From an optimization exercise on the open Yosys and OpenROAD flow, aimed at small area, a short achievable clock period and few clock cycles per item; shortcuts taken in it are not production practice.
Only simulation tests tie the RTL to the original design; equivalence was not proved.

==> flow/design.v (outline; a module is shown in full before it is edited, if it fits) <==
// module ahb_lite_fir_filter: 642 lines
module ahb_lite_fir_filter(
    input clk,
          n_rst,
    input logic hsel,
    input logic [3:0] haddr,
    input logic hsize,
    input logic [1:0] htrans,
    input logic hwrite,
    input logic [15:0] hwdata,
    output logic [15:0] hrdata,
    output logic hresp
);
  // ...
==> flow/flow/run.sh <==
#!/bin/bash
# The standard layout (its synthesis script, registers unchanged), with:
#  - no ABC pass inside yosys's generic synth before the adders are extracted
#    (SYNTH_ARGS=-noabc), so the hand-built adder trees reach extract_fa as
#    written, without inverters around every full adder; ABC still maps the
#    logic afterwards as usual,
#  - timing repair aimed at a setup slack margin (a shorter achieved period
#    than the 12 ns constraint), and
#  - port buffers of a regular buffer cell.
# The clock and constraints are the standard flow's own.
set -euo pipefail
MARGIN=${MARGIN:-6.5}
bash standard.sh "SYNTH_ARGS=-noabc" "SETUP_SLACK_MARGIN=$MARGIN" \
    "BUFFER_PORTS_ARGS=-buffer_cell sky130_fd_sc_hd__buf_2" finish > standard_flow.log 2>&1
==> flow/standard.sh <==
#!/bin/bash
# synth_recipe.tcl (not shown) runs the flow's synth.tcl, then flattens the netlist and writes it again
# the make line also repeats each setting of config.mk as NAME=value (left out here)
make -C /OpenROAD-flow-scripts/flow DESIGN_CONFIG=/design/flow/config.mk WORK_HOME=/design/flow/orfs CLKGATE_MAP_FILE= SYNTH_SCRIPT=/design/flow/synth_recipe.tcl "${@:-finish}"
==> flow/config.mk <==
export PLATFORM = sky130hd
export DESIGN_NAME = ahb_lite_fir_filter
export DESIGN_NICKNAME = ahb_lite_fir_filter
export VERILOG_FILES = /design/flow/design.v
export SDC_FILE = /design/flow/constraint.sdc
export NUM_CORES = 4
export LEC_CHECK = 0
export ABC_CLOCK_PERIOD_IN_PS = 5500
export CAP_MARGIN = 20
export CORE_MARGIN = 2
export CORE_UTILIZATION = 70
export SLEW_MARGIN = 20
==> flow/constraint.sdc <==
create_clock -name core_clock -period 12.0 [get_ports {clk}]
set_input_delay 2.4000 -clock core_clock [delete_from_list [all_inputs] [get_ports {clk}]]
set_output_delay 2.4000 -clock core_clock [all_outputs]
set_load 0.01 [all_outputs]
==> flow_metrics.env, run 1 <==
export IMPL_pre_cts_ws_ps=5657
export IMPL_utilization_pct=79.37
export IMPL_max_cap_violations=0
export IMPL_final_cell_mix="dfrtp_1, nor2_1, mux2_2, fa_1, nand2_1"
export IMPL_drtIter0Drc=1674
export IMPL_final_area_mm2=0.02492
export IMPL_fin_nets=2401
export IMPL_crit_type="reg -> reg"
export IMPL_hold_violations=0
export IMPL_async_reset_ff_share_pct=82.69
export IMPL_crit_path_end="hrdata[8]$_DFF_PN0_"
export IMPL_cts_tree="done"
export IMPL_synthesis_area_mm2=0.02225
export IMPL_grt_total_usage_pct=36.11
export IMPL_multi_input_gates=1482
export IMPL_path_cells="a22oi_1 > xnor2_1 > fa_1 > fa_1 > fa_2 > fa_1 > ha_1 > fa_2 > a211o_1 > o211ai_1 > a21oi_2 > a221o_1 > o22ai_2 > xor2_2 > xnor2_2 > o211ai_2 > a31oi_1 > nor2_1"
export IMPL_die_w_um=182.3
export IMPL_antenna_found_initial=1
export IMPL_setup_tns_final_ps=0
export IMPL_cp_arrival_ps=5960
export IMPL_synthAdderAreaFrac_pct=22.01
export IMPL_top_regs="ap (18), nb (18), res (17)"
export IMPL_routed_top_layer="met5"
export IMPL_startpoint="bo_two[0]$_DFF_P_"
export IMPL_synth_compound_area_share_pct=11.75
export IMPL_cp_common_cell="fa_1"
export IMPL_status="timing/DRC/antenna clean"
export IMPL_cp_slowest_cell="fa_2"
export IMPL_slowest_delay_ps=620
export IMPL_whs_path_depth=2
export IMPL_dr_wl_met3_um=4401
export IMPL_r2r_start="bo_two[0]$_DFF_P_"
export IMPL_synth_top_family_by_area="adder cells"
export IMPL_io_buffer_count=43
export IMPL_synth_common_cells="dfrtp_1, nor2_1, mux2_2"
export IMPL_grt_pass1_vias=16370
export IMPL_multi_input_area_mm2=0.01356
export IMPL_dieArea_mm2=0.03323
export IMPL_final_signal_buffer_count=135
export IMPL_avgSynthCellArea_um2=10.91
export IMPL_yosysSeqAreaShare_pct=36.48
Testbench counts, summed over its fixed seeds: cycles 2,064, samples 512.
==> run 2: changes to the inputs <==
--- a/flow/config.mk
+++ b/flow/config.mk
@@ -5,8 +5,8 @@
 export SDC_FILE = /design/flow/constraint.sdc
 export NUM_CORES = 4
 export LEC_CHECK = 0
-export ABC_CLOCK_PERIOD_IN_PS = 5500
+export ABC_CLOCK_PERIOD_IN_PS = 4500
 export CAP_MARGIN = 20
 export CORE_MARGIN = 2
-export CORE_UTILIZATION = 70
+export CORE_UTILIZATION = 40
 export SLEW_MARGIN = 20
==> flow_metrics.env, run 2 <==
export IMPL_fin_cells=2850
export IMPL_cp_slowest_cell="fa_2"
export IMPL_dieArea_mm2=0.05753
export IMPL_drt_wirelength_per_cell_um=21.36
export IMPL_avgSynthCellArea_um2=10.91
export IMPL_grt_total_usage_pct=21.47
export IMPL_crit_path_end_kind="flip-flop"
export IMPL_period_share_pct=46.27
export IMPL_row_count=86
export IMPL_status="timing/DRC/antenna clean"
export IMPL_drcViolationCount=0
export IMPL_n_fill_cell=5159
export IMPL_cp_num_buf_inv=1
export IMPL_pre_cts_ws_ps=5614
export IMPL_synth_ff_type="dfrtp_1"
export IMPL_final_max_slew_violation_count=0
export IMPL_worstSkewPairLatency_ps=580
export IMPL_cts_sinks=335
export IMPL_layout_drive_gt1_share_pct=23.80
export IMPL_layout_setup_ws_ps=6448
export IMPL_max_freq_mhz=180.1
export IMPL_yosysSeqAreaShare_pct=36.48
export IMPL_coreArea_mm2=0.05509
export IMPL_worstPathMaxFanout=8
export IMPL_tightest_slew_ps=1172
export IMPL_clock_skew_ps=31.06
export IMPL_cpLargestDelayFamily="adder cells"
export IMPL_synth_simple_area_share_pct=9.352
export IMPL_cts_tree="done"
export IMPL_cp_common_cell="fa_2"
export IMPL_synthAdderAreaFrac_pct=22.01
export IMPL_syn_nets=2345
export IMPL_start_util_pct=40.38
export IMPL_ys_types=76
export IMPL_die_h_um=239.8
export IMPL_synth_common_cells="dfrtp_1, nor2_1, mux2_2"
export IMPL_ant_nets=0
export IMPL_grt_max_degree=154
export IMPL_synth_most_common_cell="dfrtp_1"
export IMPL_antenna_found_initial=4
export IMPL_slew_headroom_pct=21.69
export IMPL_top_regs="ap (18), nb (18), res (17)"
export IMPL_place_inst=2751
export IMPL_yosysTopAreaCell="dfrtp_1"
export IMPL_rsz0062_at_grt="true"
export IMPL_gp_congestion=0.8661
export IMPL_dp_hpwl_um=41910
export IMPL_grt_pass1_wl_um=94480
export IMPL_slowest_delay_ps=660
export IMPL_die_w_um=239.8
export IMPL_muxShareOfSynthArea_pct=11.71
export IMPL_utilization_pct=45.83
export IMPL_cp_arrival_ps=5990
export IMPL_vias_per_cell=5.520
export IMPL_mostFrequentLayoutCell="dfrtp_1"
export IMPL_grt_pass1_vias=16190
export IMPL_start_kind="flip-flop"
export IMPL_netlist_instances=2040
export IMPL_min_period_ps=5552
export IMPL_drt_pass1_iter_count=6
export IMPL_yosys_top_cells_area="dfrtp_1, fa_1, mux2_2"
export IMPL_path_cells="buf_6 > a22oi_2 > xnor2_2 > fa_2 > fa_1 > fa_2 > fa_1 > ha_2 > fa_2 > a211o_1 > o211ai_1 > a21oi_2 > a221o_1 > o22ai_2 > xor2_2 > xnor2_2 > o211ai_2 > a31oi_1 > nor2_1"
export IMPL_synthXorXnorAreaFrac_pct=4.819
export IMPL_cts_clk_slew_worst_paths_ps=60
export IMPL_hold_path_class="reg -> reg"
export IMPL_vias=15730
export IMPL_max_cap_violations=0
export IMPL_setup_tns_final_ps=0
export IMPL_required_ps=12440
export IMPL_yosysWarnings=1
export IMPL_synthesis_area_mm2=0.02225
export IMPL_fin_nets=2378
export IMPL_synth_top_cell_area_share_pct=29.02
export IMPL_synth_edf_count=0
export IMPL_synth_compound_area_share_pct=11.75
export IMPL_crit_type="reg -> reg"
export IMPL_root_buffer="clkbuf_16"
export IMPL_final_cell_mix="dfrtp_1, nor2_1, mux2_2, fa_1, nand2_1"
export IMPL_cts_max_level=2
export IMPL_ys_seq_elements=335
export IMPL_io_buffer_count=43
export IMPL_setup_viol=0
export IMPL_area_growth_pct=13.47
export IMPL_cts_hold_buf=0
export IMPL_async_reset_ff_share_pct=82.69
export IMPL_hold_violations=0
export IMPL_cts_buffers=38
export IMPL_io_pins=44
export IMPL_overflow=0
export IMPL_finalWirelength_um=60890
export IMPL_cts_path_max_buffers=3
export IMPL_drtIter0Drc=1125
export IMPL_synth_top_family_by_area="adder cells"
run 2: cell counts after synthesis:
Identical to the previous run, type by type.
run 2: area by class of cell:
class	instances	area [um^2]	share of cell area (%)
Multi-Input combinational cell	1482	13540	53.63
Sequential cell	335	8167	32.35
Clock buffer	54	1081	4.282
Timing Repair Buffer	111	948.4	3.757
Tap cell	748	935.9	3.707
Inverter	105	394.1	1.561
Clock inverter	14	177.7	0.7037
Antenna cell	1	2.502	0.009912
run 2: path summary, 6_finish.rpt:
| check | from | end | slack [ps] | cells after the start |
|---|---|---|---|---|
| hold reg to reg | ap[9]$_DFFE_PN0P_ | ap[9]$_DFFE_PN0P_ | 470 | 2 |
| min in group asynchronous | n_rst | ap[14]$_DFFE_PN0P_ | 1690 | 1 |
| max in group asynchronous | n_rst | h1[8]$_DFFE_PN0P_ | 9130 | 2 |
| setup / recovery | bo_two[0]$_DFF_P_ | hrdata[8]$_DFF_PN0_ | 6450 | 19 |
| setup reg to reg | bo_two[0]$_DFF_P_ | hrdata[8]$_DFF_PN0_ | 6450 | 19 |
| hold / removal | ap[9]$_DFFE_PN0P_ | ap[9]$_DFFE_PN0P_ | 470 | 2 |
run 2: per-stage QoR:
step / hold slack (ps) / cell area [um^2]
floorplan: 440.4 / 22270
global placement: 456.9 / 23250
detailed placement: 465.8 / 23250
CTS: 481.0 / 24890
global route: 501.3 / 25240
finish: 473.8 / 25250
run 2: kinds of logic (layout without fill, tap and decap cells):
| family | count (synthesis) | count (layout) |
|---|---|---|
| simple gates | 473 | 473 |
| compound gates | 379 | 379 |
| flops | 335 | 335 |
| fa+ha+maj | 278 | 278 |
| mux | 232 | 232 |
| buf+inv | 223 | 284 |
| xor+xnor | 120 | 120 |
| other cells | 0 | 1 |
run 2: layer usage:
metal / vias up / routed length (um) / GRT usage (%)
li1: 7093 / - / -
met1: 8019 / 26690 / 29.33
met2: 492 / 27870 / 33.48
met3: 122 / 3961 / 4.368
met4: 6 / 2338 / 8.470
met5: - / 34 / 0
run 2: worst min-delay path, stage by stage (launching register included):
cell and delay (ps):
dfrtp_1 340, nand2_1 50, o31ai_1 50
run 2: what timing repair did:
| action | in CTS | in global routing |
|---|---|---|
| gates resized for setup | 52 | 53 |
| pin swaps | 8 | 28 |
| setup buffers | 16 | 10 |
| gates cloned | 3 | 0 |
| setup endpoints to repair | 22 | 11 |
==> run 3: changes to the inputs <==
--- a/flow/config.mk
+++ b/flow/config.mk
@@ -5,8 +5,8 @@
 export SDC_FILE = /design/flow/constraint.sdc
 export NUM_CORES = 4
 export LEC_CHECK = 0
-export ABC_CLOCK_PERIOD_IN_PS = 4500
-export CAP_MARGIN = 20
+export ABC_CLOCK_PERIOD_IN_PS = 5500
+export CAP_MARGIN = 0
 export CORE_MARGIN = 2
 export CORE_UTILIZATION = 40
-export SLEW_MARGIN = 20
+export SLEW_MARGIN = 0
==> flow_metrics.env, run 3 <==
export IMPL_dieArea_mm2=0.05753
export IMPL_die_h_um=239.8
export IMPL_cts_tree="done"
export IMPL_cts_sinks=335
export IMPL_drt_pass1_iter_count=7
export IMPL_ys_types=76
export IMPL_antenna_found_initial=4
export IMPL_cts_hold_buf=0
export IMPL_cts_clk_slew_worst_paths_ps=60
export IMPL_ant_nets=0
export IMPL_r2r_start="bo_two[0]$_DFF_P_"
export IMPL_tightest_slew_ps=1170
export IMPL_synth_most_common_cell="dfrtp_1"
export IMPL_yosysSeqAreaShare_pct=36.48
export IMPL_max_cap_violations=0
export IMPL_mostFrequentLayoutCell="dfrtp_1"
export IMPL_yosysWarnings=1
export IMPL_area_growth_pct=13.35
export IMPL_cp_arrival_ps=6000
export IMPL_worstPathMaxFanout=8
export IMPL_path_cells="buf_6 > a22oi_2 > xnor2_2 > fa_2 > fa_1 > fa_2 > fa_1 > ha_2 > fa_2 > a211o_1 > o211ai_1 > a21oi_2 > a221o_1 > o22ai_2 > xor2_2 > xnor2_2 > o211ai_2 > a31oi_1 > nor2_1"
export IMPL_fin_nets=2377
export IMPL_cp_slowest_cell="fa_2"
export IMPL_start_util_pct=40.38
export IMPL_period_share_pct=46.39
export IMPL_top_regs="ap (18), nb (18), res (17)"
export IMPL_finalWirelength_um=60960
export IMPL_worstSkewPairLatency_ps=580
export IMPL_yosys_top_cells_area="dfrtp_1, fa_1, mux2_2"
export IMPL_io_pins=44
export IMPL_max_freq_mhz=179.6
export IMPL_overflow=0
export IMPL_io_buffer_count=43
export IMPL_whs_path_depth=2
export IMPL_setup_tns_final_ps=0
export IMPL_crit_type="reg -> reg"
export IMPL_grt_total_usage_pct=21.47
export IMPL_cts_buffers=38
export IMPL_syn_nets=2345
export IMPL_hold_path_class="reg -> reg"
export IMPL_rr_worst_depth=19
export IMPL_synth_edf_count=0
export IMPL_grt_pass1_wl_um=94480
export IMPL_rsz0062_at_grt="true"
export IMPL_r2r_end="hrdata[8]$_DFF_PN0_"
export IMPL_final_cell_mix="dfrtp_1, nor2_1, mux2_2, fa_1, nand2_1"
export IMPL_row_count=86
export IMPL_netlist_instances=2040
export IMPL_cts_max_level=2
export IMPL_ys_seq_elements=335
export IMPL_coreArea_mm2=0.05509
export IMPL_cp_common_cell="fa_2"
export IMPL_status="timing/DRC/antenna clean"
export IMPL_hold_violations=0
export IMPL_slowest_delay_ps=660
export IMPL_final_max_slew_violation_count=0
export IMPL_avgSynthCellArea_um2=10.91
export IMPL_hold_start="ap[9]$_DFFE_PN0P_"
export IMPL_start_kind="flip-flop"
export IMPL_worstHoldEndpoint="ap[9]$_DFFE_PN0P_"
export IMPL_grt_pass1_vias=16190
export IMPL_root_buffer="clkbuf_16"
export IMPL_drcViolationCount=0
export IMPL_synth_ff_type="dfrtp_1"
export IMPL_layout_drive_gt1_share_pct=23.76
export IMPL_vias=15650
export IMPL_clock_skew_ps=32.83
export IMPL_dp_hpwl_um=41910
export IMPL_drtIter0Drc=1129
export IMPL_crit_path_end_kind="flip-flop"
export IMPL_die_w_um=239.8
export IMPL_setup_viol=0
export IMPL_gp_congestion=0.8661
export IMPL_synth_common_cells="dfrtp_1, nor2_1, mux2_2"
export IMPL_vias_per_cell=5.494
export IMPL_min_period_ps=5567
export IMPL_grt_max_degree=154
export IMPL_synth_top_cell_area_share_pct=29.02
export IMPL_async_reset_ff_share_pct=82.69
export IMPL_yosysTopAreaCell="dfrtp_1"
export IMPL_slew_headroom_pct=21.80
export IMPL_drt_wirelength_per_cell_um=21.40
export IMPL_synthesis_area_mm2=0.02225
export IMPL_cts_path_max_buffers=3
export IMPL_r2r_slack_ps=6430
export IMPL_required_ps=12440
run 3: per-layer routing:
metal / global-route usage (%) / part of all wire [%] / wire length [um]
met2: 33.48 / 46 / 27970
met4: 8.470 / 3.8 / 2297
met3: 4.368 / 6.1 / 3739
met5: 0 / 0.056 / 34
met1: 29.33 / 44 / 26920
run 3: area by class of cell:
cell class                      instances  area (um^2)
Antenna cell                            1        2.502
Clock buffer                           54         1081
Clock inverter                         14        177.7
Fill cell                            5163        29870
Inverter                              105        394.1
Multi-Input combinational cell       1482        13540
Sequential cell                       335         8167
Tap cell                              748        935.9
Timing Repair Buffer                  110        920.9
run 3: worst max-delay path by stage:
stage | cells past startpoint | start | slack [ps] | end
floorplan | 4 | haddr[2] | 6460 | hresp
global placement | 20 | bo_neg[2]$_DFF_P_ | 5790 | hrdata[8]$_DFF_PN0_
detailed placement | 20 | bo_neg[2]$_DFF_P_ | 5610 | hrdata[8]$_DFF_PN0_
CTS | 18 | bo_two[0]$_DFF_P_ | 6490 | hrdata[8]$_DFF_PN0_
global route | 20 | bo_two[0]$_DFF_P_ | 6220 | hrdata[8]$_DFF_PN0_
finish | 19 | bo_two[0]$_DFF_P_ | 6430 | hrdata[8]$_DFF_PN0_
run 3: repair_timing:
item                                    CTS  global route
pin swaps                                 8            28
hold endpoints to repair                  0             0
cloned                                    3             0
buffers inserted                         16            10
endpoints found under the setup margin   22            11
gates resized for setup                  52            53
run 3: kinds of logic after synthesis:
family	synth area share [%]
adders and majority gates	22.01
and+or+nand+nor	9.352
AOI/OAI and AO/OA	11.75
xor gates and xnor gates	4.819
muxes	11.71
DFF	36.48
buffers and inverters	3.869
run 3: metrics by stage:
step	hold slack, ps	cells	utilization (%)	setup slack, ps	cell area [um^2]
floorplan	440.4	2040	-	6464	22270
global placement	456.9	2751	42.20	5788	23250
detailed placement	465.8	2751	42.20	5614	23250
CTS	481.0	2838	45.18	6488	24890
global route	501.3	2848	45.77	6219	25220
finish	473.8	2849	45.78	6433	25220
run 3: critical path: cells and delay by family, from the launching register on:
kind | cells | cell delay, ps
compound gates | 8 | 1690
xor+xnor | 3 | 520
flops | 1 | 350
buf+inv | 1 | 140
fa+ha+maj | 6 | 2700
simple gates | 1 | 60
==> run 4: changes to the inputs <==
--- a/flow/config.mk
+++ b/flow/config.mk
@@ -6,7 +6,8 @@
 export NUM_CORES = 4
 export LEC_CHECK = 0
 export ABC_CLOCK_PERIOD_IN_PS = 5500
-export CAP_MARGIN = 0
+export CAP_MARGIN = 20
 export CORE_MARGIN = 2
 export CORE_UTILIZATION = 40
-export SLEW_MARGIN = 0
+export CTS_BUF_LIST = sky130_fd_sc_hd__clkbuf_4 sky130_fd_sc_hd__clkbuf_8
+export SLEW_MARGIN = 20
==> flow_metrics.env, run 4 <==
export IMPL_status="timing/DRC/antenna clean"
export IMPL_cts_hold_buf=0
export IMPL_syn_nets=2345
export IMPL_cts_tree="done"
export IMPL_crit_type="in -> out"
export IMPL_grt_pass1_wl_um=94690
export IMPL_overflow=0
export IMPL_drcViolationCount=0
export IMPL_tightest_slew_ps=1156
export IMPL_grt_max_degree=154
export IMPL_cts_max_level=2
export IMPL_r2r_start="bo_two[0]$_DFF_P_"
export IMPL_max_cap_violations=0
export IMPL_synthesis_area_mm2=0.02225
export IMPL_drtIter0Drc=1002
export IMPL_coreArea_mm2=0.05509
export IMPL_vias_per_cell=5.462
export IMPL_setup_tns_final_ps=0
export IMPL_start_util_pct=40.38
export IMPL_die_h_um=239.8
export IMPL_synth_ff_type="dfrtp_1"
export IMPL_row_count=86
export IMPL_finalWirelength_um=61340
export IMPL_yosys_top_cells_area="dfrtp_1, fa_1, mux2_2"
export IMPL_worstPathMaxFanout=3
export IMPL_min_period_ps=5464
export IMPL_required_ps=9600
export IMPL_mostFrequentLayoutCell="dfrtp_1"
export IMPL_yosysWarnings=1
export IMPL_root_buffer="clkbuf_8"
export IMPL_grt_total_usage_pct=21.52
export IMPL_io_pins=44
export IMPL_synth_edf_count=0
export IMPL_cts_path_max_buffers=3
export IMPL_period_share_pct=45.53
export IMPL_synth_top_cell_area_share_pct=29.02
export IMPL_netlist_instances=2040
export IMPL_async_reset_ff_share_pct=82.69
export IMPL_worstHoldEndpoint="ap[9]$_DFFE_PN0P_"
export IMPL_grt_pass1_vias=16310
export IMPL_area_growth_pct=14.49
export IMPL_drt_pass1_iter_count=6
export IMPL_r2r_slack_ps=6580
export IMPL_dp_hpwl_um=41910
export IMPL_hold_start="ap[9]$_DFFE_PN0P_"
export IMPL_max_freq_mhz=183.0
export IMPL_final_cell_mix="dfrtp_1, nor2_1, mux2_2, fa_1, nand2_1"
export IMPL_crit_path_end_kind="output pin"
export IMPL_rr_worst_depth=20
export IMPL_ys_seq_elements=335
export IMPL_cts_sinks=335
export IMPL_placed_area_mm2=0.02325
export IMPL_io_buffer_count=43
export IMPL_hold_path_class="reg -> reg"
export IMPL_yosysSeqAreaShare_pct=36.48
export IMPL_layout_drive_gt1_share_pct=26.29
export IMPL_rsz0062_at_grt="true"
export IMPL_dieArea_mm2=0.05753
export IMPL_clock_skew_ps=44.22
export IMPL_synth_common_cells="dfrtp_1, nor2_1, mux2_2"
export IMPL_slew_headroom_pct=22.76
export IMPL_ys_types=76
export IMPL_yosysTopAreaCell="dfrtp_1"
export IMPL_r2r_end="hrdata[8]$_DFF_PN0_"
export IMPL_start_kind="input pin"
export IMPL_final_area_mm2=0.02547
export IMPL_fin_nets=2403
export IMPL_worstSkewPairLatency_ps=670
export IMPL_vias=15810
export IMPL_gp_congestion=0.8661
export IMPL_die_w_um=239.8
export IMPL_n_fill_cell=5153
export IMPL_avgSynthCellArea_um2=10.91
export IMPL_synth_most_common_cell="dfrtp_1"
export IMPL_whs_path_depth=2
export IMPL_cp_arrival_ps=3060
export IMPL_cts_clk_slew_worst_paths_ps=60
export IMPL_ant_nets=0
export IMPL_utilization_pct=46.24
export IMPL_final_max_slew_violation_count=0
export IMPL_antenna_found_initial=4
export IMPL_hold_violations=0
export IMPL_drt_wirelength_per_cell_um=21.19
export IMPL_top_regs="ap (18), nb (18), res (17)"
export IMPL_setup_viol=0
export IMPL_cts_buffers=58
==> run 4: cell types whose count changed in the layout (fill, tap and decap cells not counted), moves of 9 or more <==
cell / change
clkbuf_8: +64
clkbuf_4: +16
a22oi_1: -10
clkbuf_1: -9
a22oi_2: +10
clkbuf_16: -38
==> run 4: worst max-delay path by stage <==
stage | startpoint | depth (start not counted) | endpoint
after floorplan | haddr[2] | 4 | hresp
after global placement | bo_neg[2]$_DFF_P_ | 20 | hrdata[8]$_DFF_PN0_
after detailed placement | bo_neg[2]$_DFF_P_ | 20 | hrdata[8]$_DFF_PN0_
after CTS | bo_one[1]$_DFF_P_ | 22 | hrdata[8]$_DFF_PN0_
after global routing | b2[5]$_DFF_P_ | 18 | hrdata[8]$_DFF_PN0_
final | haddr[2] | 6 | hresp
==> run 4: area by class of cell <==
| class | count | area, um^2 | share of cell area [%] |
|---|---|---|---|
| multi-input combinational | 1482 | 13610 | 53.43 |
| timing repair buffer | 116 | 992.2 | 3.895 |
| clock inverter | 20 | 262.8 | 1.031 |
| tap | 748 | 935.9 | 3.674 |
| clock buffer | 87 | 1097 | 4.308 |
| sequential | 335 | 8177 | 32.10 |
| inverter | 105 | 394.1 | 1.547 |
| antenna | 2 | 5.005 | 0.01965 |
==> run 4: logic make-up (layout without fill, tap and decap cells) <==
family / Yosys count / count (layout) / share of synthesized area, %
flops: 335 / 335 / 36.48
fa+ha+maj: 278 / 278 / 22.01
simple gates: 473 / 473 / 9.352
mux: 232 / 232 / 11.71
other cells: 0 / 2 / 0
xor+xnor: 120 / 120 / 4.819
compound gates: 379 / 379 / 11.75
buf+inv: 223 / 328 / 3.869
==> run 4: timing repair <==
action                     CTS  global route
buffers inserted            15            15
pin swaps                    7            33
cloned                       3             0
setup endpoints to repair   22            11
resized for setup           48            75
==> run 4: layer usage <==
metal | track usage [%] | routed length [um] | share of wire, % | vias to the layer above
met5 | 0 | 34 | 0.055 | -
met4 | 8.319 | 2003 | 3.3 | 6
met3 | 4.287 | 3823 | 6.2 | 113
met2 | 33.56 | 28330 | 46 | 482
met1 | 29.51 | 27140 | 44 | 8063
li1 | - | - | - | 7149
==> run 4: per-stage QoR <==
stage	setup WS (ps)	hold slack, ps	instances
after floorplan	6464	440.4	2040
after global routing	6318	502.8	2894
after CTS	6485	480.8	2876
after detailed placement	5614	465.8	2751
after global placement	5788	456.9	2751
final	6536	474.2	2895
==> run 4: critical path: stages <==
cell and delay, ps:
buf_8 100, buf_12 130, nor2_4 110, nand2_2 60
a21boi_2 130, buf_2 130
==> run 5: changes to the inputs <==
--- a/flow/config.mk
+++ b/flow/config.mk
@@ -9,5 +9,4 @@
 export CAP_MARGIN = 20
 export CORE_MARGIN = 2
 export CORE_UTILIZATION = 40
-export CTS_BUF_LIST = sky130_fd_sc_hd__clkbuf_4 sky130_fd_sc_hd__clkbuf_8
 export SLEW_MARGIN = 20
==> flow_metrics.env, run 5 <==
export IMPL_finalWirelength_um=60890
export IMPL_hold_violations=0
export IMPL_final_cell_mix="dfrtp_1, nor2_1, mux2_2, fa_1, nand2_1"
export IMPL_drt_wirelength_per_cell_um=21.36
export IMPL_cts_tree="done"
export IMPL_final_area_mm2=0.02525
export IMPL_cts_path_max_buffers=3
export IMPL_grt_pass1_vias=16190
export IMPL_synthAdderAreaFrac_pct=22.01
export IMPL_hold_path_class="reg -> reg"
export IMPL_synth_top_family_by_area="adder cells"
export IMPL_worstPathMaxFanout=8
export IMPL_dieArea_mm2=0.05753
export IMPL_synth_edf_count=0
export IMPL_synthXorXnorAreaFrac_pct=4.819
export IMPL_max_cap_violations=0
export IMPL_syn_nets=2345
export IMPL_start_util_pct=40.38
export IMPL_vias=15730
export IMPL_max_freq_mhz=180.1
export IMPL_period_share_pct=46.27
export IMPL_final_max_slew_violation_count=0
export IMPL_cts_hold_buf=0
export IMPL_synth_most_common_cell="dfrtp_1"
export IMPL_drcViolationCount=0
export IMPL_ys_seq_elements=335
export IMPL_coreArea_mm2=0.05509
export IMPL_die_h_um=239.8
export IMPL_grt_max_degree=154
export IMPL_synthesis_area_mm2=0.02225
export IMPL_crit_path_end_kind="flip-flop"
export IMPL_required_ps=12440
export IMPL_placed_area_mm2=0.02325
export IMPL_mostFrequentLayoutCell="dfrtp_1"
export IMPL_drtIter0Drc=1125
export IMPL_area_growth_pct=13.47
export IMPL_overflow=0
export IMPL_slew_headroom_pct=21.69
export IMPL_synth_compound_area_share_pct=11.75
export IMPL_root_buffer="clkbuf_16"
export IMPL_tightest_slew_ps=1172
export IMPL_yosysWarnings=1
export IMPL_cts_buffers=38
export IMPL_die_w_um=239.8
export IMPL_avgSynthCellArea_um2=10.91
export IMPL_synth_common_cells="dfrtp_1, nor2_1, mux2_2"
export IMPL_row_count=86
export IMPL_start_kind="flip-flop"
export IMPL_cts_clk_slew_worst_paths_ps=60
export IMPL_synth_ff_type="dfrtp_1"
export IMPL_io_pins=44
export IMPL_cts_sinks=335
export IMPL_n_fill_cell=5159
export IMPL_gp_congestion=0.8661
export IMPL_muxShareOfSynthArea_pct=11.71
export IMPL_fin_nets=2378
export IMPL_clock_skew_ps=31.06
export IMPL_drt_pass1_iter_count=6
export IMPL_synth_top_cell_area_share_pct=29.02
export IMPL_yosys_top_cells_area="dfrtp_1, fa_1, mux2_2"
export IMPL_vias_per_cell=5.520
export IMPL_netlist_instances=2040
export IMPL_io_buffer_count=43
export IMPL_grt_total_usage_pct=21.47
export IMPL_min_period_ps=5552
export IMPL_pre_cts_ws_ps=5614
export IMPL_layout_setup_ws_ps=6448
export IMPL_setup_tns_final_ps=0
export IMPL_yosysTopAreaCell="dfrtp_1"
export IMPL_layout_drive_gt1_share_pct=23.80
export IMPL_worstSkewPairLatency_ps=580
export IMPL_crit_type="reg -> reg"
export IMPL_status="timing/DRC/antenna clean"
export IMPL_top_regs="ap (18), nb (18), res (17)"
export IMPL_yosysSeqAreaShare_pct=36.48
export IMPL_grt_pass1_wl_um=94480
export IMPL_ant_nets=0
export IMPL_rsz0062_at_grt="true"
export IMPL_synth_simple_area_share_pct=9.352
export IMPL_dp_hpwl_um=41910
export IMPL_cts_max_level=2
export IMPL_setup_viol=0
export IMPL_antenna_found_initial=4
export IMPL_cp_arrival_ps=5990
export IMPL_async_reset_ff_share_pct=82.69
export IMPL_ys_types=76
[run 5: changes by cell type in the layout (fill, tap and decap cells not counted), moves of 9 or more]
cell / previous run / this run
clkbuf_1: 0 / 9
a22oi_1: 46 / 56
clkbuf_8: 71 / 7
clkbuf_4: 16 / 0
clkbuf_16: 0 / 38
a22oi_2: 17 / 7
[run 5: repair_timing]
| item | CTS | global route |
|---|---|---|
| gates resized for setup | 52 | 53 |
| gates cloned | 3 | 0 |
| endpoints found under the setup margin | 22 | 11 |
| pin swaps | 8 | 28 |
| buffers inserted | 16 | 10 |
[run 5: kinds of logic after synthesis]
family / after synthesis
AOI/OAI and AO/OA: 379
xor gates and xnor gates: 120
DFF: 335
and+or+nand+nor: 473
buffers and inverters: 223
adders and majority gates: 278
muxes: 232
[run 5: layer usage]
layer | share of wire, % | vias up | global-route usage, %
met3 | 6.5 | 122 | 4.368
met2 | 46 | 492 | 33.48
met1 | 44 | 8019 | 29.33
met4 | 3.8 | 6 | 8.470
li1 | - | 7093 | -
met5 | 0.056 | - | 0
[run 5: area by class of cell]
type | count | area, um^2 | share of cell area [%]
well taps | 748 | 935.9 | 3.707
diodes | 1 | 2.502 | 0.009912
flip-flops and latches | 335 | 8167 | 32.35
multi-input cells | 1482 | 13540 | 53.63
clock buffers | 54 | 1081 | 4.282
repair buffers | 111 | 948.4 | 3.757
inverters | 105 | 394.1 | 1.561
clock inverters | 14 | 177.7 | 0.7037
[run 5: worst paths after layout]
check	from	endpoint	slack [ps]	cells after the start
worst max-delay path	bo_two[0]$_DFF_P_	hrdata[8]$_DFF_PN0_	6450	19
worst min-delay path	ap[9]$_DFFE_PN0P_	ap[9]$_DFFE_PN0P_	470	2
worst max register to register	bo_two[0]$_DFF_P_	hrdata[8]$_DFF_PN0_	6450	19
worst min register to register	ap[9]$_DFFE_PN0P_	ap[9]$_DFFE_PN0P_	470	2
max in group asynchronous	n_rst	h1[8]$_DFFE_PN0P_	9130	2
min in group asynchronous	n_rst	ap[14]$_DFFE_PN0P_	1690	1
[run 5: critical path, cell delays in order (launching register included)]
cell and delay, ps:
dfxtp_4 350, buf_6 140, a22oi_2 200, xnor2_2 110
fa_2 590, fa_1 450, fa_2 660, fa_1 440
ha_2 200, fa_2 370, a211o_1 300, o211ai_1 150
a21oi_2 110, a221o_1 360, o22ai_2 220, xor2_2 250
xnor2_2 160, o211ai_2 120, a31oi_1 200, nor2_1 60
[run 5: through the flow]
step / hold slack, ps / utilization, % / std cells
2_1_floorplan: 440.4 / - / 2040
3_3_place_gp: 456.9 / 42.20 / 2751
3_5_place_dp: 465.8 / 42.20 / 2751
4_1_cts: 481.0 / 45.18 / 2838
5_1_grt: 501.3 / 45.82 / 2849
6_report: 473.8 / 45.83 / 2850
==> run 6: changes to the inputs <==
--- a/flow/config.mk
+++ b/flow/config.mk
@@ -9,4 +9,6 @@
 export CAP_MARGIN = 20
 export CORE_MARGIN = 2
 export CORE_UTILIZATION = 40
+export CTS_BUF_LIST = sky130_fd_sc_hd__clkbuf_2 sky130_fd_sc_hd__clkbuf_4 sky130_fd_sc_hd__clkbuf_8
+export CTS_CLUSTER_SIZE = 30
 export SLEW_MARGIN = 20
==> flow_metrics.env, run 6 <==
export IMPL_max_cap_violations=0
export IMPL_start_kind="input pin"
export IMPL_path_cells="buf_8 > buf_12 > nor2_4 > nand2_2 > a21boi_2 > buf_2"
export IMPL_drtIter0Drc=1002
export IMPL_synth_most_common_cell="dfrtp_1"
export IMPL_gp_congestion=0.8661
export IMPL_coreArea_mm2=0.05509
export IMPL_grt_pass1_vias=16310
export IMPL_yosysTopAreaCell="dfrtp_1"
export IMPL_drt_pass1_iter_count=6
export IMPL_grt_total_usage_pct=21.52
export IMPL_rsz0062_at_grt="true"
export IMPL_synth_top_family_by_area="adder cells"
export IMPL_drt_wirelength_per_cell_um=21.19
export IMPL_utilization_pct=46.24
export IMPL_cts_path_max_buffers=3
export IMPL_ant_nets=0
export IMPL_synthXorXnorAreaFrac_pct=4.819
export IMPL_ys_types=76
export IMPL_finalWirelength_um=61340
export IMPL_cts_clk_slew_worst_paths_ps=60
export IMPL_start_util_pct=40.38
export IMPL_io_pins=44
export IMPL_die_w_um=239.8
export IMPL_drcViolationCount=0
export IMPL_fin_nets=2403
export IMPL_cts_max_level=2
export IMPL_synth_edf_count=0
export IMPL_synthAdderAreaFrac_pct=22.01
export IMPL_vias_per_cell=5.462
export IMPL_synth_simple_area_share_pct=9.352
export IMPL_cp_slowest_cell="buf_12"
export IMPL_cts_tree="done"
export IMPL_root_buffer="clkbuf_8"
export IMPL_yosysSeqAreaShare_pct=36.48
export IMPL_slew_headroom_pct=22.76
export IMPL_max_freq_mhz=183.0
export IMPL_setup_tns_final_ps=0
export IMPL_async_reset_ff_share_pct=82.69
export IMPL_synth_top_cell_area_share_pct=29.02
export IMPL_min_period_ps=5464
export IMPL_worstPathMaxFanout=3
export IMPL_setup_viol=0
export IMPL_die_h_um=239.8
export IMPL_mostFrequentLayoutCell="dfrtp_1"
export IMPL_final_cell_mix="dfrtp_1, nor2_1, mux2_2, fa_1, nand2_1"
export IMPL_hold_violations=0
export IMPL_yosysWarnings=1
export IMPL_hold_path_class="reg -> reg"
export IMPL_cts_sinks=335
export IMPL_grt_max_degree=154
export IMPL_io_buffer_count=43
export IMPL_muxShareOfSynthArea_pct=11.71
export IMPL_tightest_slew_ps=1156
export IMPL_dp_hpwl_um=41910
export IMPL_row_count=86
export IMPL_layout_drive_gt1_share_pct=26.29
export IMPL_synth_common_cells="dfrtp_1, nor2_1, mux2_2"
export IMPL_grt_pass1_wl_um=94690
export IMPL_synth_ff_type="dfrtp_1"
export IMPL_required_ps=9600
export IMPL_netlist_instances=2040
export IMPL_slowest_delay_ps=130
export IMPL_overflow=0
export IMPL_status="timing/DRC/antenna clean"
export IMPL_period_share_pct=45.53
export IMPL_crit_path_end_kind="output pin"
export IMPL_antenna_found_initial=4
export IMPL_synthesis_area_mm2=0.02225
export IMPL_area_growth_pct=14.49
export IMPL_yosys_top_cells_area="dfrtp_1, fa_1, mux2_2"
export IMPL_worstSkewPairLatency_ps=670
export IMPL_synth_compound_area_share_pct=11.75
export IMPL_ys_seq_elements=335
export IMPL_top_regs="ap (18), nb (18), res (17)"
export IMPL_avgSynthCellArea_um2=10.91
export IMPL_final_max_slew_violation_count=0
export IMPL_crit_type="in -> out"
export IMPL_vias=15810
export IMPL_cp_arrival_ps=3060
export IMPL_syn_nets=2345
export IMPL_clock_skew_ps=44.22
export IMPL_dieArea_mm2=0.05753
export IMPL_cts_buffers=58
==> run 6: changes by cell type in the layout (fill, tap and decap cells not counted), sizes merged <==
cell / change
bufinv: +3
clkbuf: +33
buf: +5
diode: +1
inv: +1
clkinvlp: +2
==> run 6: cells by family after synthesis <==
kind of cell / count (synthesis)
DFF: 335
muxes: 232
AOI/OAI and AO/OA: 379
xor gates and xnor gates: 120
and+or+nand+nor: 473
adders and majority gates: 278
buffers and inverters: 223
==> run 6: layout make-up <==
class                           count  area (um^2)
Fill cell                        5153        29620
Antenna cell                        2        5.005
Sequential cell                   335         8177
Inverter                          105        394.1
Tap cell                          748        935.9
Multi-Input combinational cell   1482        13610
Clock inverter                     20        262.8
Clock buffer                       87         1097
Timing Repair Buffer              116        992.2
==> run 6: what timing repair did <==
| item | 4_1_cts | 5_1_grt |
|---|---|---|
| pin swaps | 7 | 33 |
| hold buffers | 0 | 0 |
| setup buffers | 15 | 15 |
| resized for setup | 48 | 75 |
| cloned | 3 | 0 |
| endpoints found under the setup margin | 22 | 11 |
==> run 6: per-layer routing <==
metal / vias to the layer above / track usage (%) / share of wire [%]
met5: - / 0 / 0.055
met1: 8063 / 29.51 / 44
met4: 6 / 8.319 / 3.3
met3: 113 / 4.287 / 6.2
met2: 482 / 33.56 / 46
li1: 7149 / - / -
==> run 6: final timing paths <==
kind                                   startpoint                  end  slack, ps  cells past startpoint
worst max-delay path                     haddr[2]                hresp       6540                      6
worst min-delay path            ap[9]$_DFFE_PN0P_    ap[9]$_DFFE_PN0P_        470                      2
worst max register to register  bo_two[0]$_DFF_P_  hrdata[8]$_DFF_PN0_       6580                     20
worst min register to register  ap[9]$_DFFE_PN0P_    ap[9]$_DFFE_PN0P_        470                      2
max in group asynchronous                   n_rst  smp[11]$_DFFE_PN0P_       8800                      2
min in group asynchronous                   n_rst   ap[14]$_DFFE_PN0P_       1780                      1
==> run 6: stage by stage <==
step | cell area [um^2] | setup slack, ps | cells | hold WS (ps)
global route | 25470 | 6318 | 2894 | 502.8
global placement | 23250 | 5788 | 2751 | 456.9
detailed placement | 23250 | 5614 | 2751 | 465.8
CTS | 24950 | 6485 | 2876 | 480.8
floorplan | 22270 | 6464 | 2040 | 440.4
finish | 25470 | 6536 | 2895 | 474.2
==> run 6: worst max-delay path, delay by kind of cell <==
family | cells | cell delay (ps)
buffers and inverters | 3 | 360
and+or+nand+nor | 2 | 170
AOI/OAI and AO/OA | 1 | 130
==> run 7: changes to the inputs <==
--- a/flow/flow/run.sh
+++ b/flow/flow/run.sh
@@ -6,9 +6,12 @@
 #    logic afterwards as usual,
 #  - timing repair aimed at a setup slack margin (a shorter achieved period
 #    than the 12 ns constraint), and
-#  - port buffers of a regular buffer cell.
+#  - port buffers of a regular buffer cell, and
+#  - clock tree synthesis without dummy loads (capacitive cells that only balance
+#    the tree).
 # The clock and constraints are the standard flow's own.
 set -euo pipefail
 MARGIN=${MARGIN:-6.5}
 bash standard.sh "SYNTH_ARGS=-noabc" "SETUP_SLACK_MARGIN=$MARGIN" \
-    "BUFFER_PORTS_ARGS=-buffer_cell sky130_fd_sc_hd__buf_2" finish > standard_flow.log 2>&1
+    "BUFFER_PORTS_ARGS=-buffer_cell sky130_fd_sc_hd__buf_2" \
+    "CTS_ARGS=-sink_clustering_enable -repair_clock_nets -dont_use_dummy_load -buf_list {sky130_fd_sc_hd__clkbuf_4 sky130_fd_sc_hd__clkbuf_8}" finish > standard_flow.log 2>&1
--- a/flow/config.mk
+++ b/flow/config.mk
@@ -8,7 +8,6 @@
 export ABC_CLOCK_PERIOD_IN_PS = 5500
 export CAP_MARGIN = 20
 export CORE_MARGIN = 2
-export CORE_UTILIZATION = 40
-export CTS_BUF_LIST = sky130_fd_sc_hd__clkbuf_2 sky130_fd_sc_hd__clkbuf_4 sky130_fd_sc_hd__clkbuf_8
-export CTS_CLUSTER_SIZE = 30
+export CORE_UTILIZATION = 60
+export PLACE_DENSITY = 0.75
 export SLEW_MARGIN = 20
==> flow_metrics.env, run 7 <==
export IMPL_synth_common_cells="dfrtp_1, nor2_1, mux2_2"
export IMPL_drtIter0Drc=1422
export IMPL_finalWirelength_um=58370
export IMPL_min_period_ps=5470
export IMPL_antenna_found_initial=4
export IMPL_coreArea_mm2=0.03652
export IMPL_fin_nets=2400
export IMPL_tightest_slew_ps=1104
export IMPL_ys_types=76
export IMPL_cts_clk_slew_worst_paths_ps=50
export IMPL_ant_nets=0
export IMPL_area_growth_pct=9.729
export IMPL_hold_path_class="reg -> reg"
export IMPL_gp_congestion=0.9427
export IMPL_dieArea_mm2=0.03864
export IMPL_synthesis_area_mm2=0.02225
export IMPL_crit_path_end_kind="output pin"
export IMPL_max_freq_mhz=182.8
export IMPL_status="timing/DRC/antenna clean"
export IMPL_grt_pass1_vias=16650
export IMPL_synth_edf_count=0
export IMPL_synth_top_cell_area_share_pct=29.02
export IMPL_mostFrequentLayoutCell="dfrtp_1"
export IMPL_cts_buffers=55
export IMPL_cts_hold_buf=0
export IMPL_worstPathMaxFanout=3
export IMPL_grt_total_usage_pct=30.84
export IMPL_worstSkewPairLatency_ps=630
export IMPL_syn_nets=2345
export IMPL_cp_arrival_ps=3070
export IMPL_r2r_slack_ps=6580
export IMPL_synth_ff_type="dfrtp_1"
export IMPL_yosysWarnings=1
export IMPL_cts_sinks=335
export IMPL_cts_tree="done"
export IMPL_hold_violations=0
export IMPL_drt_wirelength_per_cell_um=22.79
export IMPL_top_regs="ap (18), nb (18), res (17)"
export IMPL_slew_headroom_pct=26.20
export IMPL_layout_drive_gt1_share_pct=24.46
export IMPL_avgSynthCellArea_um2=10.91
export IMPL_yosysSeqAreaShare_pct=36.48
export IMPL_drcViolationCount=0
export IMPL_grt_pass1_wl_um=92030
export IMPL_overflow=0
export IMPL_drt_pass1_iter_count=6
export IMPL_required_ps=9600
export IMPL_setup_tns_final_ps=0
export IMPL_yosysTopAreaCell="dfrtp_1"
export IMPL_final_area_mm2=0.02441
export IMPL_start_kind="input pin"
export IMPL_cts_max_level=2
export IMPL_period_share_pct=45.58
export IMPL_rsz0062_at_grt="true"
export IMPL_yosys_top_cells_area="dfrtp_1, fa_1, mux2_2"
export IMPL_setup_viol=0
export IMPL_cts_path_max_buffers=3
export IMPL_grt_max_degree=153
export IMPL_netlist_instances=2040
export IMPL_ys_seq_elements=335
export IMPL_final_cell_mix="dfrtp_1, nor2_1, mux2_2, fa_1, nand2_1"
export IMPL_row_count=70
export IMPL_vias=16070
export IMPL_antenna_cells=0
export IMPL_async_reset_ff_share_pct=82.69
export IMPL_vias_per_cell=6.274
export IMPL_final_max_slew_violation_count=0
export IMPL_io_pins=44
export IMPL_dp_hpwl_um=40130
export IMPL_clock_skew_ps=84.23
export IMPL_max_cap_violations=0
export IMPL_io_buffer_count=43
export IMPL_crit_type="in -> out"
export IMPL_placed_area_mm2=0.02289
export IMPL_synth_most_common_cell="dfrtp_1"
export IMPL_root_buffer="clkbuf_8"
export IMPL_start_util_pct=60.92
export IMPL_die_h_um=196.6
export IMPL_die_w_um=196.6
-- run 7: cell counts after synthesis --
No cell type changed its count.
-- run 7: worst paths after layout --
| kind | start | endpoint | cells after the start |
|---|---|---|---|
| hold / removal | ap[2]$_DFFE_PN0P_ | ap[2]$_DFFE_PN0P_ | 2 |
| max in group asynchronous | n_rst | h2[3]$_DFFE_PN0P_ | 2 |
| setup reg to reg | bo_one[0]$_DFF_P_ | hrdata[8]$_DFF_PN0_ | 20 |
| setup / recovery | haddr[3] | hresp | 5 |
| min in group asynchronous | n_rst | ap[12]$_DFFE_PN0P_ | 1 |
| hold reg to reg | ap[2]$_DFFE_PN0P_ | ap[2]$_DFFE_PN0P_ | 2 |
-- run 7: logic make-up after synthesis --
| group | Yosys count | synth area share (%) |
|---|---|---|
| flops | 335 | 36.48 |
| fa+ha+maj | 278 | 22.01 |
| mux | 232 | 11.71 |
| simple gates | 473 | 9.352 |
| xor+xnor | 120 | 4.819 |
| compound gates | 379 | 11.75 |
| buf+inv | 223 | 3.869 |
-- run 7: critical path, cell delays in order --
cell and delay, ps:
buf_6 100, buf_12 120, nand4_1 160, a21boi_2 160, buf_2 130
-- run 7: through the flow --
step	cells	utilization, %	setup WS (ps)	hold WS, ps
4_1_cts	2535	65.45	6495	474.9
6_report	2561	66.84	6530	468.8
5_1_grt	2561	66.84	6304	498.8
3_5_place_dp	2469	62.66	5735	462.9
2_1_floorplan	2040	-	6464	440.4
3_3_place_gp	2469	62.66	5878	453.6
-- run 7: timing repair --
item,CTS,global route
setup buffers,9,26
pin swaps,5,26
gates cloned,2,0
gates resized for setup,50,72
setup endpoints to repair,20,12
-- run 7: per-layer routing --
metal  part of all wire, %  GRT usage (%)  vias to the layer above
li1                      -              -                     7105
met4                   4.4          12.79                        8
met2                    48          51.39                      677
met5                 0.081              0                        -
met3                   7.0          4.843                      164
met1                    40          40.63                     8114
-- run 7: cell type report --
| cell class | instances | area (um^2) |
|---|---|---|
| Multi-Input combinational cell | 1482 | 13570 |
| Fill cell | 2722 | 12110 |
| Sequential cell | 335 | 8175 |
| Timing Repair Buffer | 116 | 928.4 |
| Clock buffer | 55 | 757.0 |
| Tap cell | 468 | 585.6 |
| Inverter | 105 | 394.1 |
==> run 8: changes to the inputs <==
--- a/flow/config.mk
+++ b/flow/config.mk
@@ -8,6 +8,5 @@
 export ABC_CLOCK_PERIOD_IN_PS = 5500
 export CAP_MARGIN = 20
 export CORE_MARGIN = 2
-export CORE_UTILIZATION = 60
-export PLACE_DENSITY = 0.75
+export CORE_UTILIZATION = 40
 export SLEW_MARGIN = 20
==> flow_metrics.env, run 8 <==
export IMPL_layout_drive_gt1_share_pct=24.98
export IMPL_n_fill_cell=5199
export IMPL_crit_type="in -> out"
export IMPL_drt_pass1_iter_count=6
export IMPL_setup_tns_final_ps=0
export IMPL_rsz0062_at_grt="true"
export IMPL_required_ps=9600
export IMPL_start_util_pct=40.38
export IMPL_yosys_top_cells_area="dfrtp_1, fa_1, mux2_2"
export IMPL_worstSkewPairLatency_ps=670
export IMPL_synth_most_common_cell="dfrtp_1"
export IMPL_synth_edf_count=0
export IMPL_vias=15830
export IMPL_cp_slowest_cell="buf_12"
export IMPL_hold_violations=0
export IMPL_yosysSeqAreaShare_pct=36.48
export IMPL_ys_seq_elements=335
export IMPL_period_share_pct=45.55
export IMPL_ant_nets=0
export IMPL_grt_total_usage_pct=21.37
export IMPL_max_cap_violations=0
export IMPL_row_count=86
export IMPL_cts_max_level=2
export IMPL_cts_hold_buf=0
export IMPL_io_buffer_count=43
export IMPL_min_period_ps=5466
export IMPL_cts_buffers=58
export IMPL_cp_arrival_ps=3070
export IMPL_hold_path_class="reg -> reg"
export IMPL_antenna_found_initial=4
export IMPL_grt_max_degree=154
export IMPL_slew_headroom_pct=20.18
export IMPL_avgSynthCellArea_um2=10.91
export IMPL_die_h_um=239.8
export IMPL_fin_nets=2409
export IMPL_path_cells="buf_8 > buf_12 > nor2_4 > nand2_2 > a21boi_2 > buf_2"
export IMPL_dp_hpwl_um=41910
export IMPL_cts_sinks=335
export IMPL_place_inst=2751
export IMPL_cts_tree="done"
export IMPL_max_freq_mhz=183.0
export IMPL_yosysWarnings=1
export IMPL_status="timing/DRC/antenna clean"
export IMPL_vias_per_cell=5.551
export IMPL_clock_skew_ps=108.9
export IMPL_cts_clk_slew_worst_paths_ps=50
export IMPL_worstPathMaxFanout=3
export IMPL_area_growth_pct=12.24
export IMPL_mostFrequentLayoutCell="dfrtp_1"
export IMPL_cts_path_max_buffers=3
export IMPL_io_pins=44
export IMPL_drcViolationCount=0
export IMPL_netlist_instances=2040
export IMPL_root_buffer="clkbuf_8"
export IMPL_ys_types=76
export IMPL_top_regs="ap (18), nb (18), res (17)"
export IMPL_final_cell_mix="dfrtp_1, nor2_1, mux2_2, fa_1, nand2_1"
export IMPL_synth_ff_type="dfrtp_1"
export IMPL_gp_congestion=0.8661
export IMPL_dieArea_mm2=0.05753
export IMPL_syn_nets=2345
export IMPL_final_max_slew_violation_count=0
export IMPL_synth_top_cell_area_share_pct=29.02
export IMPL_drtIter0Drc=1055
export IMPL_grt_pass1_wl_um=94070
export IMPL_async_reset_ff_share_pct=82.69
export IMPL_fin_cells=2851
export IMPL_crit_path_end_kind="output pin"
export IMPL_finalWirelength_um=60980
export IMPL_start_kind="input pin"
export IMPL_coreArea_mm2=0.05509
export IMPL_slowest_delay_ps=130
export IMPL_die_w_um=239.8
export IMPL_yosysTopAreaCell="dfrtp_1"
export IMPL_overflow=0
export IMPL_setup_viol=0
export IMPL_tightest_slew_ps=1189
export IMPL_synthesis_area_mm2=0.02225
export IMPL_drt_wirelength_per_cell_um=21.39
export IMPL_synth_common_cells="dfrtp_1, nor2_1, mux2_2"
export IMPL_grt_pass1_vias=16250
[run 8: metrics by stage]
stage          instance area (um^2)  hold WS, ps  utilization (%)  setup slack [ps]
4_1_cts                       24410        472.7            44.31              6487
2_1_floorplan                 22270        440.4                -              6464
3_3_place_gp                  23250        456.9            42.20              5788
3_5_place_dp                  23250        465.8            42.20              5614
6_report                      24970        473.0            45.33              6534
5_1_grt                       24970        497.8            45.33              6354
[run 8: worst max-delay path: cells and delay by family]
family,cells,cell delay (ps)
AO/OA/AOI/OAI,1,130
buffers and inverters,3,360
AND/OR/NAND/NOR,2,170
[run 8: final timing paths]
check | cells after the start | endpoint | startpoint | slack, ps
min in group asynchronous | 1 | ap[14]$_DFFE_PN0P_ | n_rst | 1840
min reg2reg | 2 | ap[9]$_DFFE_PN0P_ | ap[9]$_DFFE_PN0P_ | 470
max | 6 | hresp | haddr[2] | 6530
max in group asynchronous | 2 | r14[6]$_DFFE_PN0P_ | n_rst | 8770
min | 2 | ap[9]$_DFFE_PN0P_ | ap[9]$_DFFE_PN0P_ | 470
max reg2reg | 22 | hrdata[8]$_DFF_PN0_ | bo_one[0]$_DFF_P_ | 6590
[run 8: cell families after synthesis]
kind of cell               after synthesis  synth area share (%)
AOI/OAI and AO/OA                      379                 11.75
adders and majority gates              278                 22.01
DFF                                    335                 36.48
xor gates and xnor gates               120                 4.819
buffers and inverters                  223                 3.869
muxes                                  232                 11.71
and+or+nand+nor                        473                 9.352
[run 8: final cells by class]
cell class | instances | area [um^2] | share of cell area (%)
Clock buffer | 58 | 798.3 | 3.197
Multi-Input combinational cell | 1482 | 13640 | 54.62
Inverter | 105 | 394.1 | 1.578
Tap cell | 748 | 935.9 | 3.748
Sequential cell | 335 | 8177 | 32.74
Antenna cell | 1 | 2.502 | 0.01002
Timing Repair Buffer | 122 | 1025 | 4.103
[run 8: routing by layer]
metal | global-route usage, % | vias up | wire, um
met5 | 0 | - | 34
met4 | 7.943 | 6 | 1984
met3 | 4.114 | 106 | 3879
met2 | 33.55 | 534 | 28250
met1 | 29.35 | 8061 | 26830
li1 | - | 7120 | -
[run 8: timing repair]
item                       in CTS  in global routing
setup endpoints to repair      21                 11
pin swaps                       7                 46
gates cloned                    3                  0
resized for setup              49                 82
setup buffers                  15                 21
hold endpoints to repair        0                  0
==> run 9: changes to the inputs <==
--- a/flow/flow/run.sh
+++ b/flow/flow/run.sh
@@ -14,4 +14,4 @@
 MARGIN=${MARGIN:-6.5}
 bash standard.sh "SYNTH_ARGS=-noabc" "SETUP_SLACK_MARGIN=$MARGIN" \
     "BUFFER_PORTS_ARGS=-buffer_cell sky130_fd_sc_hd__buf_2" \
-    "CTS_ARGS=-sink_clustering_enable -repair_clock_nets -dont_use_dummy_load -buf_list {sky130_fd_sc_hd__clkbuf_4 sky130_fd_sc_hd__clkbuf_8}" finish > standard_flow.log 2>&1
+    "CTS_ARGS=-sink_clustering_enable -repair_clock_nets -dont_use_dummy_load" finish > standard_flow.log 2>&1
==> flow_metrics.env, run 9 <==
export IMPL_cts_path_max_buffers=3
export IMPL_hold_path_class="reg -> reg"
export IMPL_synth_top_cell_area_share_pct=29.02
export IMPL_clock_skew_ps=77.59
export IMPL_hold_start="ap[9]$_DFFE_PN0P_"
export IMPL_cp_num_buf_inv=3
export IMPL_hold_ws_ps=473.5
export IMPL_cts_buffers=38
export IMPL_syn_nets=2345
export IMPL_synth_ff_type="dfrtp_1"
export IMPL_vias_per_cell=5.526
export IMPL_rsz0062_at_grt="true"
export IMPL_overflow=0
export IMPL_fin_nets=2388
export IMPL_startpoint="haddr[2]"
export IMPL_ys_types=76
export IMPL_die_h_um=239.8
export IMPL_drcViolationCount=0
export IMPL_async_reset_ff_share_pct=82.69
export IMPL_coreArea_mm2=0.05509
export IMPL_die_w_um=239.8
export IMPL_max_cap_violations=0
export IMPL_grt_max_degree=154
export IMPL_netlist_instances=2040
export IMPL_period_share_pct=45.52
export IMPL_root_buffer="clkbuf_16"
export IMPL_cpLargestDelayFamily="buffers and inverters"
export IMPL_avgSynthCellArea_um2=10.91
export IMPL_row_count=86
export IMPL_cp_arrival_ps=3060
export IMPL_yosysWarnings=1
export IMPL_worstPathMaxFanout=3
export IMPL_required_ps=9600
export IMPL_finalWirelength_um=61320
export IMPL_io_buffer_count=43
export IMPL_drt_wirelength_per_cell_um=21.67
export IMPL_synth_edf_count=0
export IMPL_ys_seq_elements=335
export IMPL_mostFrequentLayoutCell="dfrtp_1"
export IMPL_hold_violations=0
export IMPL_r2r_start="bo_one[0]$_DFF_P_"
export IMPL_slowest_delay_ps=130
export IMPL_setup_viol=0
export IMPL_tightest_slew_ps=1147
export IMPL_gp_congestion=0.8661
export IMPL_cts_max_level=2
export IMPL_place_inst=2751
export IMPL_slew_headroom_pct=23.03
export IMPL_cts_hold_buf=0
export IMPL_layout_drive_gt1_share_pct=24.27
export IMPL_min_period_ps=5462
export IMPL_drt_pass1_iter_count=5
export IMPL_final_max_slew_violation_count=0
export IMPL_start_kind="input pin"
export IMPL_final_cell_mix="dfrtp_1, nor2_1, mux2_2, fa_1, nand2_1"
export IMPL_cp_slowest_cell="buf_12"
export IMPL_status="timing/DRC/antenna clean"
export IMPL_grt_total_usage_pct=21.51
export IMPL_yosysTopAreaCell="dfrtp_1"
export IMPL_crit_type="in -> out"
export IMPL_path_cells="buf_8 > buf_12 > nor2_4 > nand2_2 > a21boi_2 > buf_2"
export IMPL_ant_nets=0
export IMPL_start_util_pct=40.38
export IMPL_synth_common_cells="dfrtp_1, nor2_1, mux2_2"
export IMPL_setup_tns_final_ps=0
export IMPL_vias=15640
export IMPL_dp_hpwl_um=41910
export IMPL_cts_sinks=335
export IMPL_worstSkewPairLatency_ps=570
export IMPL_cts_clk_slew_worst_paths_ps=50
export IMPL_top_regs="ap (18), nb (18), res (17)"
export IMPL_grt_pass1_vias=16160
export IMPL_max_freq_mhz=183.1
export IMPL_yosysSeqAreaShare_pct=36.48
export IMPL_fin_cells=2830
export IMPL_synthesis_area_mm2=0.02225
export IMPL_cts_tree="done"
export IMPL_dieArea_mm2=0.05753
export IMPL_final_area_mm2=0.02511
export IMPL_yosys_top_cells_area="dfrtp_1, fa_1, mux2_2"
export IMPL_synth_most_common_cell="dfrtp_1"
export IMPL_grt_pass1_wl_um=94590
export IMPL_area_growth_pct=12.86
export IMPL_drtIter0Drc=1085
export IMPL_placed_area_mm2=0.02325
export IMPL_io_pins=44
export IMPL_crit_path_end_kind="output pin"
export IMPL_antenna_found_initial=4
==> run 9: metal layers <==
layer / share of wire [%] / vias to the layer above / global-route usage, %
li1: - / 7078 / -
met1: 44 / 7990 / 29.36
met2: 45 / 440 / 33.42
met3: 6.3 / 124 / 4.518
met4: 4.1 / 6 / 8.602
met5: 0.062 / - / 0
==> run 9: worst register-to-register path: cells and delay by family (launching register included) <==
kind / cells / cell delay [ps]
AO/OA/AOI/OAI: 9 / 1960
XOR/XNOR: 3 / 520
adder cells (fa/ha/maj): 5 / 1910
buffers and inverters: 2 / 220
flip-flops: 1 / 370
AND/OR/NAND/NOR: 3 / 390
==> run 9: worst paths after layout <==
path / slack, ps / cells after the start / end
setup reg to reg: 6590 / 22 / hrdata[8]$_DFF_PN0_
setup / recovery: 6540 / 6 / hresp
min in group asynchronous: 1900 / 1 / ap[14]$_DFFE_PN0P_
hold / removal: 470 / 2 / ap[9]$_DFFE_PN0P_
max in group asynchronous: 8690 / 2 / c0[6]$_DFFE_PN0P_
hold reg to reg: 470 / 2 / ap[9]$_DFFE_PN0P_
==> run 9: what timing repair did <==
action                                  in CTS  in global routing
gates resized for setup                     50                 82
pin swaps                                    7                 46
setup buffers                               18                 17
endpoints found under the setup margin      22                 11
cloned                                       3                  0
==> run 9: cell type report <==
type / count / area (um^2)
fill: 5159 / 29980
clock buffer: 38 / 950.9
inverter: 105 / 394.1
timing repair buffer: 121 / 1005
sequential: 335 / 8174
tap: 748 / 935.9
antenna: 1 / 2.502
multi-input combinational: 1482 / 13650
==> run 9: kinds of logic after synthesis <==
family / count (synthesis) / synth area share [%]
xor+xnor: 120 / 4.819
fa+ha+maj: 278 / 22.01
mux: 232 / 11.71
buf+inv: 223 / 3.869
flops: 335 / 36.48
compound gates: 379 / 11.75
simple gates: 473 / 9.352
==> run 9: through the flow <==
| step | utilization [%] | setup WS [ps] |
|---|---|---|
| floorplan | - | 6464 |
| global route | 45.57 | 6397 |
| global placement | 42.20 | 5788 |
| detailed placement | 42.20 | 5614 |
| CTS | 44.64 | 6499 |
| finish | 45.58 | 6538 |

-- static timing again, ports no longer ideal --
The results above use ideal ports. As a check the final layouts listed here were re-extracted and re-timed, cells and wires unchanged.
Step 1 sets driving cells, clkbuf_16 on the clock port and buf_2 on the other inputs (assumed; they add their load-dependent delay and slew).
Step 2 times the ports against the registers' clock, not the clock port: input delays grow and output delays shrink by t, the midpoint of the rising clock arrivals with the driver on.
Slacks: ideal / step 1 / step 2; pairs: ideal / step 1.
| run | t, ns | setup slack, ns | hold slack, ns | worst setup path after step 2 |
|---|---|---|---|---|
| run 1 | 0.591 | 6.465 / 6.465 / 6.167 | 0.474 / 0.474 / 0.474 | input to register |
| run 2 | 0.619 | 6.448 / 6.448 / 6.021 | 0.474 / 0.474 / 0.474 | input to register |
| run 3 | 0.619 | 6.433 / 6.433 / 6.005 | 0.474 / 0.474 / 0.474 | input to register |
| run 4 | 0.707 | 6.536 / 6.498 / 5.913 | 0.474 / 0.474 / 0.474 | input to register |
| run 5 | 0.619 | 6.448 / 6.448 / 6.021 | 0.474 / 0.474 / 0.474 | input to register |
| run 6 | 0.707 | 6.536 / 6.498 / 5.913 | 0.474 / 0.474 / 0.474 | input to register |
| run 7 | 0.641 | 6.530 / 6.470 / 6.078 | 0.469 / 0.469 / 0.469 | input to register |
| run 8 | 0.668 | 6.534 / 6.496 / 5.933 | 0.473 / 0.473 / 0.473 | input to register |
| run 9 | 0.595 | 6.538 / 6.500 / 6.017 | 0.474 / 0.474 / 0.474 | input to register |
After both steps setup and hold are still met in every run listed.
